Context: an optimization exercise on an open-source flow, tuned for small area. The choices shown serve that exercise and are no tape-out recipe.
In this exercise RTL edits were held to simulation tests only and were not proved equivalent to the original.
Power figures rest on the tool's default switching activity, not on a simulated workload.

==> trial 81: inputs <==
## color_run_finder
module color_run_finder (
    input clk,
    input rst,
    input end_frame_in,
    input end_line_in,
    input new_pixel_in,
    input [15:0] pixel_in,
    output [10:0] run_start,
    output [10:0] run_end,
    output new_run,
    output end_line_out,
    output end_frame_out
  );
  wire match;
  color_match color_match (
      .p(pixel_in),
      .m(match)
    );
  run_finder run_finder (
      .clk(clk),
      .rst(rst),
      .end_frame_in(end_frame_in),
      .end_line_in(end_line_in),
      .new_pixel(new_pixel_in),
      .pixel(match),
      .run_start(run_start),
      .run_end(run_end),
      .new_run(new_run),
      .end_line_out(end_line_out),
      .end_frame_out(end_frame_out)
    );
endmodule
clock: 6.0 ns
lec_check: 0
cap_margin: 20
core_margin: 2
core_utilization: 45
cts_buf_list: sky130_fd_sc_hd__clkbuf_8
place_density: 0.6
slew_margin: 20
standard.sh (not shown) runs the stock make flow with config.mk's settings and CLKGATE_MAP_FILE= SYNTH_SCRIPT=/design/flow/synth_recipe.tcl, a recipe that flattens the netlist after the stock synthesis.
==> flow/flow/run.sh <==
#!/bin/bash
# Own layout flow: the standard synthesis, then the combinational cells of its netlist
# are re-synthesised for area with ABC (the flip-flop instances are kept as they are, with
# their names and cell types): plain &nf mapping, and deepsyn from several random seeds
# (from the netlist as it is, or after dc2/dch), each mapped with &nf; the smallest result is
# kept, and later rounds start deepsyn again from the best netlist so far. Then the standard flow's
# standard layout from floorplan to finish, with the smallest buffer on the ports and CTS
# without a dummy load on the clock tree. Each tool's output goes to a log file in this folder.
set -euo pipefail
W=$(pwd)
FH=${FLOW_HOME:-/OpenROAD-flow-scripts/flow}
R=$W/orfs/results/${FLOW_PLATFORM:-sky130hd}/color_run_finder/base
YOSYS=yosys
if [[ -x $FH/../tools/install/yosys/bin/yosys ]]; then YOSYS=$FH/../tools/install/yosys/bin/yosys; fi
LIB=$FH/platforms/sky130hd/lib/sky130_fd_sc_hd__tt_025C_1v80.lib

bash standard.sh synth > $W/synth.log 2>&1
cp $R/1_2_yosys.v $W/synth_standard.v

DEEP_T=${DEEP_T:-30}
SEEDS=${SEEDS:-16}
ROUNDS=${ROUNDS:-3}
PAR=${PAR:-4}
DU=$(grep -o 'sky130_fd_sc_hd__\(lpflow\|probe\)[a-z0-9_]*' $LIB | sort -u | sed 's/^/-dont_use /' | tr '\n' ' ')
mkdir -p $W/reopt
# reopt IN TAG SCRIPT: re-synthesise the combinational cells of netlist IN with the ABC script
reopt() {
  local in=$1 tag=$2
  printf "$3" > $W/reopt/$tag.abc
  $YOSYS -p "read_liberty -ignore_miss_func $LIB; read_verilog $in; hierarchy -top $FLOW_TOP; \
    blackbox sky130_fd_sc_hd__*df*; flatten; opt_clean; \
    opt -full; abc -liberty $LIB $DU -script $W/reopt/$tag.abc; opt_clean -purge; \
    hilomap -singleton -hicell sky130_fd_sc_hd__conb_1 HI -locell sky130_fd_sc_hd__conb_1 LO; \
    splitnets; opt_clean -purge; tee -o $W/reopt/$tag.txt stat -liberty $LIB; \
    write_verilog -noattr -nohex -nodec $W/reopt/$tag.v" > $W/reopt/$tag.log 2>&1 || true
}
area_of() {
  [[ -f $W/reopt/$1.v && -f $W/reopt/$1.txt ]] || return 0
  grep -o "Chip area for module .*: [0-9.]*" $W/reopt/$1.txt | awk '{print $NF}' || true
}
MAP='&get -n\n&nf -R 1000 -F 10 -A 10\n&put\ntopo\n'
# round 0 starts from the standard synthesis; each later round from the best netlist so far
best=""; besta=""; start=$W/synth_standard.v
for ((round = 0; round < ROUNDS; round++)); do
  s=1
  while (( s <= SEEDS )); do
    for ((k = 0; k < PAR && s <= SEEDS; k++, s++)); do
      seed=$(( (round * SEEDS + s) % 101 ))
      if (( round == 0 && s == 1 )); then
        reopt $start r${round}_$s "strash\n$MAP" &
      elif (( round == 0 && s % 2 == 0 )); then
        reopt $start r${round}_$s "strash\ndc2\ndch\ndc2\n&get -n\n&deepsyn -T $DEEP_T -S $seed\n&put\n$MAP" &
      else
        reopt $start r${round}_$s "strash\n&get -n\n&deepsyn -T $DEEP_T -S $seed\n&put\n$MAP" &
      fi
    done
    wait
  done
  for ((s = 1; s <= SEEDS; s++)); do
    a=$(area_of r${round}_$s)
    [[ -n "$a" ]] || continue
    if [[ -z "$best" ]] || awk "BEGIN{exit !($a < $besta)}"; then best=r${round}_$s; besta=$a; fi
  done
  echo "after round $round: best $best area $besta" >> $W/reopt_choice.txt
  [[ -n "$best" ]] && start=$W/reopt/$best.v
done
if [[ -n "$best" ]]; then cp $W/reopt/$best.v $R/1_2_yosys.v; fi
rm -f $R/1_synth.odb $R/1_synth.sdc
bash standard.sh BUFFER_PORTS_ARGS="-buffer_cell sky130_fd_sc_hd__buf_1" CTS_ARGS="-buf_list sky130_fd_sc_hd__clkbuf_8 -sink_clustering_enable -repair_clock_nets -dont_use_dummy_load" finish > $W/finish.log 2>&1
==> inputs of build 54, as changes to trial 81 <==
==> flow/flow/run.sh (replaced) <==
#!/bin/bash
# Own layout flow: the standard synthesis, then the combinational cells of its netlist
# are re-synthesised for area with ABC (the flip-flop instances are kept as they are, with
# their names and cell types): plain &nf mapping, and deepsyn from several random seeds
# (from the netlist as it is, or after dc2/dch), each mapped with &nf; the smallest result is
# kept. Then the standard layout from floorplan to finish, with
# the smallest buffer on the ports. Each tool's output goes to a log file in this folder.
set -euo pipefail
W=$(pwd)
FH=${FLOW_HOME:-/OpenROAD-flow-scripts/flow}
R=$W/orfs/results/${FLOW_PLATFORM:-sky130hd}/color_run_finder/base
YOSYS=yosys
if [[ -x $FH/../tools/install/yosys/bin/yosys ]]; then YOSYS=$FH/../tools/install/yosys/bin/yosys; fi
LIB=$FH/platforms/sky130hd/lib/sky130_fd_sc_hd__tt_025C_1v80.lib

bash standard.sh synth > $W/synth.log 2>&1
cp $R/1_2_yosys.v $W/synth_standard.v

DEEP_T=${DEEP_T:-30}
SEEDS=${SEEDS:-24}
PAR=${PAR:-4}
DU=$(grep -o 'sky130_fd_sc_hd__\(lpflow\|probe\)[a-z0-9_]*' $LIB | sort -u | sed 's/^/-dont_use /' | tr '\n' ' ')
mkdir -p $W/reopt
reopt() {
  local s=$1
  if (( s == 1 )); then
    printf 'strash\n&get -n\n&nf -R 1000 -F 10 -A 10\n&put\ntopo\n' > $W/reopt/r$s.abc
  elif (( s % 2 == 0 )); then
    printf 'strash\ndc2\ndch\ndc2\n&get -n\n&deepsyn -T %s -S %s\n&put\n&get -n\n&nf -R 1000 -F 10 -A 10\n&put\ntopo\n' "$DEEP_T" "$s" > $W/reopt/r$s.abc
  else
    printf 'strash\n&get -n\n&deepsyn -T %s -S %s\n&put\n&get -n\n&nf -R 1000 -F 10 -A 10\n&put\ntopo\n' "$DEEP_T" "$s" > $W/reopt/r$s.abc
  fi
  $YOSYS -p "read_liberty -ignore_miss_func $LIB; read_verilog $W/synth_standard.v; hierarchy -top $FLOW_TOP; \
    blackbox sky130_fd_sc_hd__*df*; flatten; opt_clean; \
    opt -full; abc -liberty $LIB $DU -script $W/reopt/r$s.abc; opt_clean -purge; \
    hilomap -singleton -hicell sky130_fd_sc_hd__conb_1 HI -locell sky130_fd_sc_hd__conb_1 LO; \
    splitnets; opt_clean -purge; tee -o $W/reopt/r$s.txt stat -liberty $LIB; \
    write_verilog -noattr -nohex -nodec $W/reopt/r$s.v" > $W/reopt/r$s.log 2>&1 || true
}
s=1
while (( s <= SEEDS )); do
  for ((k = 0; k < PAR && s <= SEEDS; k++, s++)); do reopt $s & done
  wait
done
best=""; besta=""
for ((s = 1; s <= SEEDS; s++)); do
  [[ -f $W/reopt/r$s.v && -f $W/reopt/r$s.txt ]] || continue
  a=$(grep -o "Chip area for module .*: [0-9.]*" $W/reopt/r$s.txt | awk '{print $NF}' || true)
  [[ -n "$a" ]] || continue
  if [[ -z "$best" ]] || awk "BEGIN{exit !($a < $besta)}"; then best=$s; besta=$a; fi
done
echo "best seed $best area $besta" > $W/reopt_choice.txt
if [[ -n "$best" ]]; then cp $W/reopt/r$best.v $R/1_2_yosys.v; fi
rm -f $R/1_synth.odb $R/1_synth.sdc
bash standard.sh BUFFER_PORTS_ARGS="-buffer_cell sky130_fd_sc_hd__buf_1" finish > $W/finish.log 2>&1
==> notes <==
Final area: build 54 is higher than trial 81 (about 0.46%). Power: build 54 is larger than trial 81 (about 2%). Against build 54, the synthesized cell count of trial 81 is lower by 3.7%. Combinational power: build 54 is higher than trial 81 (3.7%). Against trial 81, the worst hold slack of build 54 is lower by 0.0062 ns. Against trial 81, the sequential share of layout area of build 54 is lower by 0.18 points. In register-to-register slack, trial 81 and build 54 hardly differ.
==> figures <==
| item | trial 81 | build 54 |
|---|---|---|
| Logic gate share of total power | 0.250 | 0.254 |
| Number of filler instances in the final layout | 304 | 298 |
| Status | timing/DRC/antenna clean | timing/DRC/antenna clean |
| Non-clock buffering overhead in the final layout | 0.103 | 0.103 |
| Worst path setup slack after routing | 1.46 ns | 1.69 ns |
| Multi-input gate area | 722 um^2 | 733 um^2 |
| Final instance area | 1640 um^2 | 1650 um^2 |
| Startpoint of the lowest-slack hold path | run_finder.col_q[7] | run_finder.col_q[10] |
| Half-perimeter wire length of the detailed placement result | 2470 um | 2320 um |
| Clock network power | 0.0918 mW | 0.0957 mW |
| Initial core utilization | 0.462 | 0.463 |
| Syn avg cell area | 8.77 um^2 | 8.48 um^2 |
| Vias in the first global route | 1068 | 1101 |
| Share of the cycle needed by the critical path after routing | 0.757 | 0.718 |
| Most repeated library cell on the critical path | nor3_1 | a21oi_1 |
| Relative contribution of sequential cells to total power | 0.508 | 0.498 |

---

==> job 1603 <==
color_run_finder, a different RTL version from the one above (not shown whole).
// color_run_finder
module color_run_finder (
    input clk,
    input rst,
    input end_frame_in,
    input end_line_in,
    input new_pixel_in,
    input [15:0] pixel_in,
    output [10:0] run_start,
    output [10:0] run_end,
    output new_run,
    output end_line_out,
    output end_frame_out
  );
Settings: LEC_CHECK=0, CAP_MARGIN=20, CORE_MARGIN=2, CORE_UTILIZATION=45, CTS_BUF_LIST=sky130_fd_sc_hd__clkbuf_8, PLACE_DENSITY=0.6, SLEW_MARGIN=20; clock period 6.0 ns.
==> flow/flow/run.sh <==
#!/bin/bash
# Own layout flow: the standard synthesis, then the combinational cells of its netlist
# are re-synthesised for area with ABC (the flip-flop instances are kept as they are, with
# their names and cell types; several ABC seeds run in parallel and the smallest result is
# kept), then the standard layout from floorplan to finish, with the smallest buffer on
# the ports. Each tool's output goes to a log file in this folder.
set -euo pipefail
W=$(pwd)
FH=${FLOW_HOME:-/OpenROAD-flow-scripts/flow}
R=$W/orfs/results/${FLOW_PLATFORM:-sky130hd}/color_run_finder/base
YOSYS=yosys
if [[ -x $FH/../tools/install/yosys/bin/yosys ]]; then YOSYS=$FH/../tools/install/yosys/bin/yosys; fi
LIB=$FH/platforms/sky130hd/lib/sky130_fd_sc_hd__tt_025C_1v80.lib

bash standard.sh synth > $W/synth.log 2>&1
cp $R/1_2_yosys.v $W/synth_standard.v

DEEP_T=${DEEP_T:-180}
DU=$(grep -o 'sky130_fd_sc_hd__\(lpflow\|probe\)[a-z0-9_]*' $LIB | sort -u | sed 's/^/-dont_use /' | tr '\n' ' ')
for s in 1 2 3 4; do
  printf 'strash\ndc2\ndch\ndc2\n&get -n\n&deepsyn -T %s -S %s\n&put\namap\ntopo\n' "$DEEP_T" "$s" > $W/reopt_$s.abc
  $YOSYS -p "read_liberty -ignore_miss_func $LIB; read_verilog $W/synth_standard.v; hierarchy -top $FLOW_TOP; \
    blackbox sky130_fd_sc_hd__*df*; flatten; opt_clean; \
    opt -full; abc -liberty $LIB $DU -script $W/reopt_$s.abc; opt_clean -purge; \
    hilomap -singleton -hicell sky130_fd_sc_hd__conb_1 HI -locell sky130_fd_sc_hd__conb_1 LO; \
    splitnets; opt_clean -purge; tee -o $W/reopt_$s.txt stat -liberty $LIB; \
    write_verilog -noattr -nohex -nodec $W/synth_reopt_$s.v" > $W/reopt_$s.log 2>&1 &
done
wait
best=""; besta=""
for s in 1 2 3 4; do
  a=$(grep -o "Chip area for module .*: [0-9.]*" $W/reopt_$s.txt | awk '{print $NF}') || continue
  [[ -n "$a" ]] || continue
  if [[ -z "$best" ]] || awk "BEGIN{exit !($a < $besta)}"; then best=$s; besta=$a; fi
done
echo "best seed $best area $besta" > $W/reopt_choice.txt
cp $W/synth_reopt_$best.v $R/1_2_yosys.v
rm -f $R/1_synth.odb $R/1_synth.sdc
bash standard.sh BUFFER_PORTS_ARGS="-buffer_cell sky130_fd_sc_hd__buf_1" finish > $W/finish.log 2>&1
==> job 8418: changes against job 1603 <==
==> flow/run.sh (new file) <==
#!/bin/bash
# synth_recipe.tcl (not shown) runs the flow's synth.tcl, then flattens the netlist and writes it again
# the make line also repeats each setting of config.mk as NAME=value (left out here)
make -C /OpenROAD-flow-scripts/flow DESIGN_CONFIG=/design/flow/config.mk WORK_HOME=/design/flow/orfs CLKGATE_MAP_FILE= SYNTH_SCRIPT=/design/flow/synth_recipe.tcl finish
--- a/flow/config.mk
+++ b/flow/config.mk
@@ -10,3 +10,2 @@
 export CORE_UTILIZATION = 45
-export CTS_BUF_LIST = sky130_fd_sc_hd__clkbuf_8
 export PLACE_DENSITY = 0.6
removed: flow/flow/run.sh
removed: flow/standard.sh
==> results.toml <==
[outcome]
status = "complete, no violations"

[routing]
vias = 1785
first_iter_violations = 53

[power_and_ir_drop]
p_seq_mw = 0.192
power_switching_mw = 0.1671

[worst_setup_path]
path_depth = 21

[min_path]
holdCritStartpoint = "run_finder.col_q[10]$_SDFFE_PP0P_"

[global_routing]
grt_pass1_vias = 1615
gr-usage-met2_pct = 31.92
grtUsageTotal_pct = 17.57

[place]
dp_slack_ps = 172.3
Source of the figures above: job 8418

==> results.toml <==
[worst_setup_path]
path_depth = 26
critical_path.startpoint = "pixel_in[8]"

[power_and_ir_drop]
p_seq_mw = 0.187

[global_routing]
grtUsageTotal_pct = 19.46
grt_pass1_vias = 1339
gr-usage-met2_pct = 37.84

[routing]
first_iter_violations = 49

[outcome]
status = "complete, no violations"

[place]
dp_slack_ps = 752.7

[min_path]
holdCritStartpoint = "run_finder.ef_q$_DFF_P_"
Source of the figures above: job 1603

## afterwards: timing with drivers on the ports
Ports are ideal in the flow. The routed layouts listed here were re-timed in OpenROAD.
Step 1: set_driving_cell puts a clkbuf_16 on clk and a buf_2 on each other input, an assumption about the parent block.
Step 2 moves the port delays by t, midway between the first and last clock arrival at a register: inputs arrive t later, outputs are due t later. That takes back most of the time a late clock gives input paths.
Three values: ideal ports, drivers, drivers and shift; two values: the first two.
run | shift t [ns] | setup WS [ns] | slew at the worst register clock pin (ns) | pins driven straight from the clock port
trial 81 | 0.279 | 1.456 / 1.451 / 1.172 | 0.08 / 0.08 | 1
build 54 | 0.281 | 1.692 / 1.691 / 1.410 | 0.08 / 0.08 | 1
job 1603 | 0.277 | 0.988 / 0.989 / 0.712 | 0.08 / 0.08 | 1
job 8418 | 0.291 | 0.450 / 0.451 / 0.160 | 0.09 / 0.09 | 1
After both steps every run listed still meets setup and hold. The setup slack of job 8418, which loses most, moves by +0.001 ns with the drivers and by -0.290 ns with both steps.
